What follows belongs to an exercise in optimizing a design on an open flow for small area; a production flow would make more cautious choices. The RTL was checked by simulation tests, not by an equivalence proof against the original design. Power and IR drop assume default switching activity.

--- design.v ---
module counter(CLK,reset,CLK_out);
	input CLK,reset;
	output CLK_out;
	reg CLK_out;
	reg [31:0] count;
	always@(posedge CLK or negedge reset)
	begin
		if(!reset)
		begin
			CLK_out <= 1'b0;
			count <= 32'd0;
		end
		else if(count == 32'd127)
		begin
			CLK_out <= 1'b1;
			count <= 0;
		end
		else
		begin
			CLK_out <= 1'b0;
			count <= count + 32'd1;
		end
	end
endmodule
module counter2(CLK,reset,CLK_out);
	input CLK,reset;
	output CLK_out;
	reg CLK_out;
	reg [31:0] count;
	always@(posedge CLK or negedge reset)
	begin
		if(!reset)
		begin
			CLK_out <= 1'b0;
			count <= 32'd0;
		end
		else if(count == 32'd3)
		begin
			CLK_out <= 1'b1;
			count <= 0;
		end
		else
		begin
			CLK_out <= 1'b0;
			count <= count + 32'd1;
		end
	end
endmodule
module dot_display(row,out,out2);
	input [9:0] row;
	output reg [6:0] out,out2;
	always@(row)
	begin
		case(row[4:0])
			5'b00000: out = 7'b1000000;
			5'b00001: out = 7'b1111001;
			5'b00010: out = 7'b0100100;
			5'b00011: out = 7'b0110000;
			5'b00100: out = 7'b0011001;
			5'b00101: out = 7'b0010010;
			5'b00110: out = 7'b0000010;
			5'b00111: out = 7'b1111000;
			5'b01000: out = 7'b0000000;
			5'b01001: out = 7'b0010000;
			5'b01010: out = 7'b0001000;
		default
			out = 7'b1000000;
		endcase
		case(row[9:5])
			5'b00000: out2 = 7'b1000000;
			5'b00001: out2 = 7'b1111001;
			5'b00010: out2 = 7'b0100100;
			5'b00011: out2 = 7'b0110000;
			5'b00100: out2 = 7'b0011001;
			5'b00101: out2 = 7'b0010010;
			5'b00110: out2 = 7'b0000010;
			5'b00111: out2 = 7'b1111000;
			5'b01000: out2 = 7'b0000000;
			5'b01001: out2 = 7'b0010000;
			5'b01010: out2 = 7'b0001000;
		default
			out2 = 7'b1000000;
		endcase
	end 
endmodule
module oneshot(clock, reset, en, din, dout);
	input clock;
	input reset;
	input en;
	input din;
	output dout;
	reg [1:0] ss;
	always @(posedge clock or negedge reset)
	begin
		if(!reset)
			ss<=2'b00;
		else if(en)
		case(ss)
			2'b00:
				if(~din)
					ss<=2'b01;
			2'b01:
				ss<=2'b10;
			2'b10:
				if(din)
					ss<=2'b00;
			default:
				ss<=2'b00;
		endcase
	end
	assign dout=ss[0];
endmodule
module generate_block(disabled, random);
	input disabled;
	output [2 : 0] random;
	assign random = 3'd1;  
endmodule
module left_right_move(CLK, reset, en, left_button, right_button, map, placed, new_block_id, block1_y, block2_y, block3_y, block4_y, next_block1_x,next_block2_x,next_block3_x,next_block4_x);
	input CLK, reset, en, placed;
	input right_button, left_button;
	input [2 : 0] new_block_id;
	input [127:0] map;
	input [3:0] block1_y,block2_y,block3_y,block4_y; 
	output reg [2:0] next_block1_x,next_block2_x,next_block3_x,next_block4_x; 
	always@(posedge CLK or negedge reset)
	begin
		if(!reset)
		begin
			next_block1_x <= 3'd0;
			next_block2_x <= 3'd1;
			next_block3_x <= 3'd2;
			next_block4_x <= 3'd3;
		end
		else if(!en)
		begin
		end
		else if(placed)
		begin
			case (new_block_id)  
				3'd0 :  
				begin 
					next_block1_x <= 3'd0;
					next_block2_x <= 3'd1;
					next_block3_x <= 3'd2;
					next_block4_x <= 3'd3;
				end
				3'd1 :  
				begin 
					next_block1_x <= 3'd0;
					next_block2_x <= 3'd1;
					next_block3_x <= 3'd1;
					next_block4_x <= 3'd0;
				end
				3'd2 :  
				begin 
					next_block1_x <= 3'd0;
					next_block2_x <= 3'd1;
					next_block3_x <= 3'd2;
					next_block4_x <= 3'd3;
				end
				3'd3 :  
				begin 
					next_block1_x <= 3'd0;
					next_block2_x <= 3'd1;
					next_block3_x <= 3'd2;
					next_block4_x <= 3'd3;
				end
				3'd4 :  
				begin 
					next_block1_x <= 3'd0;
					next_block2_x <= 3'd1;
					next_block3_x <= 3'd2;
					next_block4_x <= 3'd3;
				end
				3'd5 :  
				begin 
					next_block1_x <= 3'd0;
					next_block2_x <= 3'd1;
					next_block3_x <= 3'd2;
					next_block4_x <= 3'd3;
				end
				3'd6 :  
				begin 
					next_block1_x <= 3'd0;
					next_block2_x <= 3'd1;
					next_block3_x <= 3'd2;
					next_block4_x <= 3'd3;
				end
			endcase
		end
		else if (right_button)
		begin 
			if (next_block1_x == 7 || next_block2_x == 7 || next_block3_x == 7 || next_block4_x == 7) 
			begin
				next_block1_x <= next_block1_x;
				next_block2_x <= next_block2_x;
				next_block3_x <= next_block3_x;
				next_block4_x <= next_block4_x;
			end
			else if (map[next_block1_x + (block1_y)*8 + 1] || map[next_block2_x + (block2_y)*8 + 1] || map[next_block3_x + (block3_y)*8 + 1] || map[next_block4_x + (block4_y)*8 + 1])
			begin
				next_block1_x <= next_block1_x;
				next_block2_x <= next_block2_x;
				next_block3_x <= next_block3_x;
				next_block4_x <= next_block4_x;
			end
			else 
			begin
				next_block1_x <= next_block1_x + 1;
				next_block2_x <= next_block2_x + 1;
				next_block3_x <= next_block3_x + 1;
				next_block4_x <= next_block4_x + 1;
			end
		end
		else if (left_button)
		begin 
			if (next_block1_x == 0 || next_block2_x == 0 || next_block3_x == 0 || next_block4_x == 0) 
			begin
				next_block1_x <= next_block1_x;
				next_block2_x <= next_block2_x;
				next_block3_x <= next_block3_x;
				next_block4_x <= next_block4_x;
			end 
			else if (map[next_block1_x + (block1_y)*8 - 1] || map[next_block2_x + (block2_y)*8 - 1] || map[next_block3_x + (block3_y)*8 - 1] || map[next_block4_x + (block4_y)*8 - 1])
			begin
				next_block1_x <= next_block1_x;
				next_block2_x <= next_block2_x;
				next_block3_x <= next_block3_x;
				next_block4_x <= next_block4_x;
			end
			else 
			begin
				next_block1_x <= next_block1_x - 1;
				next_block2_x <= next_block2_x - 1;
				next_block3_x <= next_block3_x - 1;
				next_block4_x <= next_block4_x - 1;
			end
		end
		else
		begin
			next_block1_x <= next_block1_x;
			next_block2_x <= next_block2_x;
			next_block3_x <= next_block3_x;
			next_block4_x <= next_block4_x;
		end
	end
endmodule 
module change_position(CLK,placed,reset,next_block1_x,next_block1_y,next_block2_x,next_block2_y,next_block3_x,next_block3_y,next_block4_x,next_block4_y,block1_x,block1_y,block2_x,block2_y,block3_x,block3_y,block4_x,block4_y);
	input reset,CLK,placed;
	input [2:0] next_block1_x,next_block2_x,next_block3_x,next_block4_x;
	input [3:0] next_block1_y,next_block2_y,next_block3_y,next_block4_y;
	output reg [2:0] block1_x,block2_x,block3_x,block4_x;
	output reg [3:0] block1_y,block2_y,block3_y,block4_y;
	always@(posedge CLK or negedge reset)
	begin
		if(!reset)
		begin
			block1_x <= 3'd0;
			block2_x <= 3'd1;
			block3_x <= 3'd2;
			block4_x <= 3'd3;
			block1_y <= 4'd0;
			block2_y <= 4'd0;
			block3_y <= 4'd0;
			block4_y <= 4'd0;
		end
		else
		begin
			block1_x <= next_block1_x;
			block2_x <= next_block2_x;
			block3_x <= next_block3_x;
			block4_x <= next_block4_x; 
			block1_y <= next_block1_y;
			block2_y <= next_block2_y;
			block3_y <= next_block3_y;
			block4_y <= next_block4_y;
		end
	end
endmodule
module down_move(CLK,en,map,reset, new_block_id, block1_x,block1_y,block2_x,block2_y,block3_x,block3_y,block4_x,block4_y,new_block1_y,new_block2_y,new_block3_y,new_block4_y,new_map,placed,row);
	input reset,CLK,en;
	input [2:0] block1_x,block2_x,block3_x,block4_x; 
	input [3:0] block1_y,block2_y,block3_y,block4_y; 
	output reg [3:0] new_block1_y,new_block2_y,new_block3_y,new_block4_y; 
	input [127:0] map; 
	output reg [127:0] new_map;
	output reg [9:0] row;
	output reg placed;
	input [2 : 0] new_block_id;  
	reg [127:0] nm;
	reg [9:0] rw;
	reg pl;
	reg [3:0] ny1,ny2,ny3,ny4;
	always@(posedge CLK or negedge reset)
	begin
		if(!reset)
		begin
			new_block1_y <= 4'd0;
			new_block2_y <= 4'd0;
			new_block3_y <= 4'd0;
			new_block4_y <= 4'd0;
			new_map <= 128'b0;
			placed <= 1'b0;
			row <= 10'd0;
		end
		else if(en)
		begin
			nm = new_map;
			rw = row;
			pl = placed;
			ny1 = new_block1_y;
			ny2 = new_block2_y;
			ny3 = new_block3_y;
			ny4 = new_block4_y;
			if(((block1_y+1) == 16) || ((block2_y+1) == 16) || ((block3_y+1) == 16) || ((block4_y+1) == 16) || ((1<<(block1_x+(block1_y+1)*8)) & map) || ((1<<(block2_x+(block2_y+1)*8)) & map) || ((1<<(block3_x+(block3_y+1)*8)) & map) || ((1<<(block4_x+(block4_y+1)*8)) & map) )
			begin 
				pl = 1;
				nm = (1'b1 << (block1_x + (block1_y)*8)) | (1'b1 << (block2_x + (block2_y)*8)) | (1'b1 << (block3_x + (block3_y)*8)) | (1'b1 << (block4_x + (block4_y)*8)) | map;
				if(nm[7:0] == 8'b11111111)
				begin
					rw = rw + 1;
					nm[15:8] = nm[7:0];
					nm[7:0] = 8'b00000000;
				end
				else
					nm[7:0] = nm[7:0];
				if(nm[15:8] == 8'b11111111)
				begin
					rw = rw + 1;
					nm[15:8] = nm[7:0];
					nm[7:0] = 8'b00000000;
				end
				else
					nm[7:0] = nm[7:0];
				if(nm[23:16] == 8'b11111111)
				begin
					rw = rw + 1;
					nm[23:8] = nm[15:0];
					nm[7:0] = 8'b00000000;
				end
				else
					nm[7:0] = nm[7:0];
				if(nm[31:24] == 8'b11111111)
				begin
					rw = rw + 1;
					nm[31:8] = nm[23:0];
					nm[7:0] = 8'b00000000;
				end
				else
					nm[7:0] = nm[7:0];
				if(nm[39:32] == 8'b11111111)
				begin
					rw = rw + 1;
					nm[39:8] = nm[31:0];
					nm[7:0] = 8'b00000000;
				end
				else
					nm[7:0] = nm[7:0];
				if(nm[47:40] == 8'b11111111)
				begin
					rw = rw + 1;
					nm[47:8] = nm[39:0];
					nm[7:0] = 8'b00000000;
				end
				else
					nm[7:0] = nm[7:0];
				if(nm[55:48] == 8'b11111111)
				begin
					rw = rw + 1;
					nm[55:8] = nm[47:0];
					nm[7:0] = 8'b00000000;
				end
				else
					nm[7:0] = nm[7:0];
				if(nm[63:56] == 8'b11111111)
				begin
					rw = rw + 1;
					nm[63:8] = nm[55:0];
					nm[7:0] = 8'b00000000;
				end
				else
					nm[7:0] = nm[7:0];
				if(nm[71:64] == 8'b11111111)
				begin
					rw = rw + 1;
					nm[71:8] = nm[63:0];
					nm[7:0] = 8'b00000000;
				end
				else
					nm[7:0] = nm[7:0];
				if(nm[79:72] == 8'b11111111)
				begin
					rw = rw + 1;
					nm[79:8] = nm[71:0];
					nm[7:0] = 8'b00000000;
				end
				else
					nm[7:0] = nm[7:0];
				if(nm[87:80] == 8'b11111111)
				begin
					rw = rw + 1;
					nm[87:8] = nm[79:0];
					nm[7:0] = 8'b00000000;
				end
				else
					nm[7:0] = nm[7:0];
				if(nm[95:88] == 8'b11111111)
				begin
					rw = rw + 1;
					nm[95:8] = nm[87:0];
					nm[7:0] = 8'b00000000;
				end
				else
					nm[7:0] = nm[7:0];
				if(nm[103:96] == 8'b11111111)
				begin
					rw = rw + 1;
					nm[103:8] = nm[95:0];
					nm[7:0] = 8'b00000000;
				end
				else
					nm[7:0] = nm[7:0];
				if(nm[111:104] == 8'b11111111)
				begin
					rw = rw + 1;
					nm[111:8] = nm[103:0];
					nm[7:0] = 8'b00000000;
				end
				else
					nm[7:0] = nm[7:0];
				if(nm[119:112] == 8'b11111111)
				begin
					rw = rw + 1;
					nm[119:8] = nm[111:0];
					nm[7:0] = 8'b00000000;
				end
				else
					nm[7:0] = nm[7:0];
				if(nm[127:120] == 8'b11111111)
				begin
					rw = rw + 1;
					nm[127:8] = nm[119:0];
					nm[7:0] = 8'b00000000;
				end
				else
					nm[7:0] = nm[7:0];
				if(rw[4:0] == 5'b01010)
				begin	
					rw[4:0] = 5'b00000;
					rw = rw + 10'b0000100000;	
				end
				else
					rw = rw;
				case (new_block_id)  
					3'd0 :  
					begin 
						ny1 = 4'd0; 
						ny2 = 4'd0;
						ny3 = 4'd0;
						ny4 = 4'd0;
					end
					3'd1 :  
					begin 
						ny1 = 4'd0; 
						ny2 = 4'd0;
						ny3 = 4'd1;
						ny4 = 4'd1;
					end
					3'd2 :  
					begin 
						ny1 = 4'd0; 
						ny2 = 4'd0;
						ny3 = 4'd0;
						ny4 = 4'd0;
					end
					3'd3 :  
					begin 
						ny1 = 4'd0; 
						ny2 = 4'd0;
						ny3 = 4'd0;
						ny4 = 4'd0;
					end
					3'd4 :  
					begin 
						ny1 = 4'd0; 
						ny2 = 4'd0;
						ny3 = 4'd0;
						ny4 = 4'd0;
					end
					3'd5 :  
					begin 
						ny1 = 4'd0; 
						ny2 = 4'd0;
						ny3 = 4'd0;
						ny4 = 4'd0;
					end
					3'd6 :  
					begin 
						ny1 = 4'd0; 
						ny2 = 4'd0;
						ny3 = 4'd0;
						ny4 = 4'd0;
					end
				endcase
			end
			else
			begin
				pl = 0;
				ny1 = block1_y + 4'b1; 
				ny2 = block2_y + 4'b1; 
				ny3 = block3_y + 4'b1; 
				ny4 = block4_y + 4'b1; 
			end
			new_map <= nm;
			row <= rw;
			placed <= pl;
			new_block1_y <= ny1;
			new_block2_y <= ny2;
			new_block3_y <= ny3;
			new_block4_y <= ny4;
		end
	end
endmodule
module board_display(CLK,reset,en,map,block1_x,block1_y,block2_x,block2_y,block3_x,block3_y,block4_x,block4_y,row,col);
	input CLK,reset,en;
	input [2:0] block1_x,block2_x,block3_x,block4_x; 
	input [3:0] block1_y,block2_y,block3_y,block4_y; 
	input [127:0] map;
	reg [127:0] t_map;
	output reg [7:0] row;
	output reg [15:0] col;
	reg [3:0] col_count;
	always@(posedge CLK or negedge reset)
	begin
	if(!reset)
	begin
		t_map <= 128'b0;
		col_count <= 4'd0;
		row <= 8'b0;
		col <= 16'b0;
	end
	else if(en)
	begin
		t_map <= map | (1 << (block1_x+8*block1_y)) | (1 << (block2_x+8*block2_y)) | (1 << (block3_x+8*block3_y)) | (1 << (block4_x+8*block4_y));
		col_count <= col_count + 1;
		case(col_count)
			4'd0: col <= 16'b1000000000000000;
			4'd1: col <= 16'b0100000000000000;
			4'd2: col <= 16'b0010000000000000;
			4'd3: col <= 16'b0001000000000000;
			4'd4: col <= 16'b0000100000000000;
			4'd5: col <= 16'b0000010000000000;
			4'd6: col <= 16'b0000001000000000;
			4'd7: col <= 16'b0000000100000000;
			4'd8: col <= 16'b0000000010000000;
			4'd9: col <= 16'b0000000001000000;
			4'd10: col <= 16'b0000000000100000;
			4'd11: col <= 16'b0000000000010000;
			4'd12: col <= 16'b0000000000001000;
			4'd13: col <= 16'b0000000000000100;
			4'd14: col <= 16'b0000000000000010;
			4'd15: col <= 16'b0000000000000001;
		endcase
		case(col_count)
			4'd0: row <= ~(t_map[7:0]);
			4'd1: row <= ~(t_map[15:8]);
			4'd2: row <= ~(t_map[23:16]);
			4'd3: row <= ~(t_map[31:24]);
			4'd4: row <= ~(t_map[39:32]);
			4'd5: row <= ~(t_map[47:40]);
			4'd6: row <= ~(t_map[55:48]);
			4'd7: row <= ~(t_map[63:56]);
			4'd8: row <= ~(t_map[71:64]);
			4'd9: row <= ~(t_map[79:72]);
			4'd10: row <= ~(t_map[87:80]);
			4'd11: row <= ~(t_map[95:88]);
			4'd12: row <= ~(t_map[103:96]);
			4'd13: row <= ~(t_map[111:104]);
			4'd14: row <= ~(t_map[119:112]);
			4'd15: row <= ~(t_map[127:120]);
		endcase
	end
	end
endmodule
module project(CLK,reset,out,out2,dot_row,dot_col, right_button, left_button);
	input reset,CLK, right_button, left_button;
	wire [2:0] block1_x,block2_x,block3_x,block4_x;
	wire [3:0] block1_y,block2_y,block3_y,block4_y;
	wire [2:0] next_block1_x,next_block2_x,next_block3_x,next_block4_x;
	wire [3:0] next_block1_y,next_block2_y,next_block3_y,next_block4_y;
	wire [127:0] map; 
	wire [9:0] row;
	output [6:0] out,out2;
	output [7:0] dot_row;
	output [15:0]dot_col;
	wire placed;
	wire Second; 
	wire dis; 
	wire [2 : 0] new_block_id;
	wire right_button_debounced;
	wire left_button_debounced;
	counter c(CLK,reset,Second);
	counter2 c2(CLK,reset,dis);
	dot_display dd(row,out,out2);
	oneshot debouncer_right_button(.clock(CLK), .reset(reset), .en(dis), .din(right_button), .dout(right_button_debounced));
	oneshot debouncer_left_button(.clock(CLK), .reset(reset), .en(dis), .din(left_button), .dout(left_button_debounced));
	generate_block gb(.disabled(placed), .random(new_block_id));
	left_right_move lrm(CLK, reset, dis, left_button_debounced, right_button_debounced, map, placed, new_block_id, block1_y, block2_y, block3_y, block4_y, next_block1_x,next_block2_x,next_block3_x,next_block4_x);
	change_position cp(CLK,placed,reset,next_block1_x,next_block1_y,next_block2_x,next_block2_y,next_block3_x,next_block3_y,next_block4_x,next_block4_y,block1_x,block1_y,block2_x,block2_y,block3_x,block3_y,block4_x,block4_y);
	down_move dm(CLK,Second,map,reset, new_block_id,block1_x,block1_y,block2_x,block2_y,block3_x,block3_y,block4_x,block4_y,next_block1_y,next_block2_y,next_block3_y,next_block4_y,map,placed,row);
	board_display bd(CLK,reset,dis,map,block1_x,block1_y,block2_x,block2_y,block3_x,block3_y,block4_x,block4_y,dot_row,dot_col);
endmodule
--- config.mk ---
export PLATFORM = sky130hd
export DESIGN_NAME = project
export DESIGN_NICKNAME = project
export VERILOG_FILES = /design/flow/design.v
export SDC_FILE = /design/flow/constraint.sdc
export NUM_CORES = 4
export LEC_CHECK = 0
export CAP_MARGIN = 20
export CORE_MARGIN = 2
export CORE_UTILIZATION = 40
export SLEW_MARGIN = 20
--- run.sh ---
#!/bin/bash
# synth_recipe.tcl (not shown) runs the flow's synth.tcl, then flattens the netlist and writes it again
# the make line also repeats each setting of config.mk as NAME=value (left out here)
make -C /OpenROAD-flow-scripts/flow DESIGN_CONFIG=/design/flow/config.mk WORK_HOME=/design/flow/orfs CLKGATE_MAP_FILE= SYNTH_SCRIPT=/design/flow/synth_recipe.tcl finish
--- constraint.sdc ---
create_clock -name core_clock -period 15.0 [get_ports {CLK}]
set_input_delay 3.0000 -clock core_clock [delete_from_list [all_inputs] [get_ports {CLK}]]
set_output_delay 3.0000 -clock core_clock [all_outputs]
set_load 0.01 [all_outputs]
==> impl_metrics.env <==
export IMPL_synthTopCellsByArea="dfrtp_1 20%, mux4_2 15%, mux2i_1 9.6%"
export IMPL_gp_congestion=1.09
export IMPL_period_minus_slack_ns=14.15
export IMPL_firstDrtPassIters=10
export IMPL_p_switching_w=0.00207
export IMPL_drt_iter0_drc=9901
export IMPL_peakVddDrop_v=0.000368
export IMPL_cts_tree="done"
export IMPL_cp_required_ns=15.57
export IMPL_fp_dieW_um=362
export IMPL_wire_per_inst_um=41.2
export IMPL_crit_end="dm.row[9]"
export IMPL_fmax_ghz=0.0707
export IMPL_path_delay_family="simple AND/OR/NAND/NOR gates"
export IMPL_cts_root_buf="clkbuf_16"
export IMPL_critical_path_depth=56
export IMPL_start_util_pct=40.2
export IMPL_grt_max_degree=210
export IMPL_whs_ns=0.367
export IMPL_ys_ff_latch=421
export IMPL_ys_seq_area_share_pct=20.6
export IMPL_instances_no_fill=7679
export IMPL_core_area_um2=127000
export IMPL_critPathKind="register to register"
export IMPL_yosysTopAreaCellShare_pct=20.2
export IMPL_min_path_type="register to register"
export IMPL_crit_start="cp.block2_x[2]"
export IMPL_cp_slowest_stage_delay_ns=0.85
export IMPL_vias=58200
export IMPL_clkPwrFrac_pct=30.2
export IMPL_h_tree_depth=2
export IMPL_seqCellArea_um2=10600
export IMPL_finalNetCount=6018
export IMPL_drcViolationCount=0
export IMPL_fin_area_um2=56700
export IMPL_fill_cells=12500
export IMPL_p_leak_nw=20.3
export IMPL_die_h_um=362
export IMPL_syn_to_final_growth_pct=10.7
export IMPL_viasPerCell=7.58
export IMPL_rrSetupSlack_ns=0.85
export IMPL_p_per_area_nw_per_um2=83.8
export IMPL_skew_ns=0.0756
export IMPL_crit_buf_inv=2
export IMPL_syn_inst=6113
export IMPL_finalHoldViolations=0
export IMPL_synth_top_area_cell="dfrtp_1"
export IMPL_synthTopCellsByCount="542 x nor2_1, 510 x clkbuf_1, 493 x mux2i_1, 470 x a21oi_1, 456 x nand2_1"
export IMPL_synthArstFlopShare_pct=100
export IMPL_grt_overflow=0
export IMPL_p_seq_share_pct=29.9
export IMPL_rsz0062_at_grt="false"
export IMPL_dieArea_um2=131000
export IMPL_netlist_area_um2=51200
export IMPL_end_kind="register"
export IMPL_rows=131
export IMPL_relSlewSlack_pct=13.1
export IMPL_cp_slowest_cell="or4b_1"
export IMPL_setup_viol=0
export IMPL_dp_cells=7550
export IMPL_drv_cap=0
export IMPL_reg2reg_depth=56
export IMPL_dp_hpwl_um=225000
export IMPL_fin_setup_tns_ns=0
export IMPL_insertion_delay_ns=0.74
export IMPL_clkSinkCount=421
export IMPL_intPower_w=0.00269
export IMPL_tightest_slew_ns=1.30
export IMPL_regToRegEndpoint="dm.row[9]"
export IMPL_numPortBuffers=41
export IMPL_yosys_warnings=8
export IMPL_arrival_ns=14.72
export IMPL_critPathLaunchType="register"
export IMPL_drt_wl_total_um=316000
export IMPL_syn_avg_cell_area_um2=8.37
export IMPL_dpl_cell_area_um2=54600
export IMPL_clk_pin_slew_ns=0.07
export IMPL_cts_buffers=55
export IMPL_sw_frac_of_total_pct=43.5
export IMPL_cts_hold_buf=0
export IMPL_power_frac_comb_pct=39.9
export IMPL_synth_edf_count=0
export IMPL_slew_viol_final=0
export IMPL_ys_types=125
export IMPL_yosysMostFrequentCell="nor2_1"
export IMPL_synth_nets=6185
export IMPL_ys_flop_type="dfrtp_1"
export IMPL_ioPinCount=42
export IMPL_critPathMostFrequentCell="ha_1"
export IMPL_grt_pass1_wl_um=433000
export IMPL_outcome="timing/DRC/antenna clean"
export IMPL_multi_input_area_um2=38200
export IMPL_first_global_vias=53400
export IMPL_crit_fanout=18
export IMPL_detail_route_antenna_nets=0
export IMPL_drive_gt1_share_pct=18.7
export IMPL_r2r_start="cp.block2_x[2]"
export IMPL_antenna_found_initial=40
export IMPL_clock_path_buffers=3
export IMPL_grt_use_total_pct=46.9
export IMPL_fin_crit_sh_pct=94.3
-- power by group through the flow --
stage | clock network [W] | registers, W | logic, W
floorplan | 0 | 0.00123 | 0.00133
global route | 0.00150 | 0.00143 | 0.00191
CTS | 0.00145 | 0.00141 | 0.00180
finish | 0.00144 | 0.00142 | 0.00190
detailed placement | 0 | 0.00143 | 0.00181
global placement | 0 | 0.00143 | 0.00179
-- kinds of logic (layout without fill, tap and decap cells) --
logic type,after synthesis,count (layout),share of synthesized area (%)
AOI/OAI and AO/OA,1823,1823,22.8
xor gates and xnor gates,235,235,4.48
adders and majority gates,69,69,1.74
buffers and inverters,763,639,5.84
DFF,421,421,20.6
muxes,906,906,26.0
other,0,28,0
and+or+nand+nor,1896,1896,18.5
-- layout make-up --
type | instances | area share [%]
Timing Repair Buffer | 451 | 6.19
Inverter | 88 | 0.587
Clock buffer | 71 | 2.67
Clock inverter | 29 | 0.737
Sequential cell | 421 | 18.6
Multi-Input combinational cell | 4929 | 67.4
Antenna cell | 28 | 0.124
Tap cell | 1662 | 3.67
-- worst min-delay path by stage --
stage                             startpoint              to  slack (ns)  depth (start not counted)
after CTS                 dm.new_block4_y[3]  cp.block4_y[3]        0.37                          0
after global routing      dm.new_block3_y[1]  cp.block3_y[1]        0.38                          0
after detailed placement  dm.new_block4_y[3]  cp.block4_y[3]        0.36                          0
after floorplan           dm.new_block1_y[0]  cp.block1_y[0]        0.35                          0
after global placement    dm.new_block4_y[3]  cp.block4_y[3]        0.35                          0
final                     dm.new_block3_y[1]  cp.block3_y[1]        0.37                          0
-- stage by stage --
step,power [W],util [%],worst slack [ns]
after floorplan,0.00255,-,2.53
after global placement,0.00323,42.9,0.940
after detailed placement,0.00324,42.9,0.785
after CTS,0.00467,44.4,0.605
after global routing,0.00484,44.5,0.0149
final,0.00475,44.5,0.848
-- sequential cells by signal (all words and copies together) (netlist names), 4 cells and up --
| signal | flops |
|---|---|
| bd.col | 16 |
| bd.col_count | 4 |
| bd.row | 8 |
| bd.t_map | 128 |
| c.count | 32 |
| c2.count | 32 |
| cp.block1_y | 4 |
| cp.block2_y | 4 |
| cp.block3_y | 4 |
| cp.block4_y | 4 |
| dm.new_block1_y | 4 |
| dm.new_block2_y | 4 |
| dm.new_block3_y | 4 |
| dm.new_block4_y | 4 |
| dm.new_map | 128 |
| dm.row | 10 |
-- cell usage in the layout (no fill, tap or decap), types with 19 or more instances in the layout --
cell / instances
a22o_1: 38
or4_1: 19
and3_1: 42
clkbuf_16: 55
dfrtp_1: 408
nand2_1: 455
and2_1: 22
ha_1: 61
a221oi_1: 45
nor2_1: 536
mux2_2: 81
xor2_1: 53
clkdlybuf4s50_1: 40
nand3_1: 175
mux2i_1: 489
nor3_2: 41
xnor2_1: 148
o21bai_1: 37
a222oi_1: 27
a211oi_1: 57
mux4_2: 332
o21ai_0: 352
a21oi_1: 470
nand2b_1: 22
nor3_1: 196
buf_4: 407
diode_2: 28
or3_1: 46
a22oi_1: 147
o31ai_1: 36
nand4b_1: 19
o211ai_1: 38
nor4_1: 58
a31oi_1: 66
o22ai_1: 306
nand4_1: 73
inv_1: 79
nand4bb_1: 21
-- timing repair --
| item | 4_1_cts | 5_1_grt |
|---|---|---|
| gates resized for setup | 0 | 9 |
| setup endpoints to repair | 0 | 4 |
| buffers inserted | 0 | 0 |
-- metal layers --
layer	global-route usage (%)	routed length [um]	up-vias
met5	2.70	737	-
li1	-	-	23200
met1	56.0	113000	28400
met2	65.4	126000	4981
met4	35.1	30100	38
met3	21.1	45800	1560

[re-timing with driven ports]
The results above use ideal ports. As a check the final layout listed here was re-extracted and re-timed, cells and wires unchanged. Step 1 (the two cells are an assumption about what drives the block):
set clk [get_ports {CLK}]
set_driving_cell -lib_cell sky130_fd_sc_hd__clkbuf_16 $clk
set_driving_cell -lib_cell sky130_fd_sc_hd__buf_2 [delete_from_list [all_inputs] $clk]
Step 2 times the ports against the registers' clock, not the clock port: input delays grow and output delays shrink by t, the midpoint of the rising clock arrivals with the driver on. Three values: ideal ports, drivers, drivers and shift; two values: the first two.
t (ns): 0.783
setup slack, ns: 0.848 / 0.848 / 0.848
slew at the worst register clock pin (ns): 0.07 / 0.07
worst slew at a driven data input, ns: 0.05
cell pins on the clock port's net: 1
After both steps setup and hold are still met in this run. The setup slack of this run moves by 0.000 ns with the drivers and by 0.000 ns with both steps.
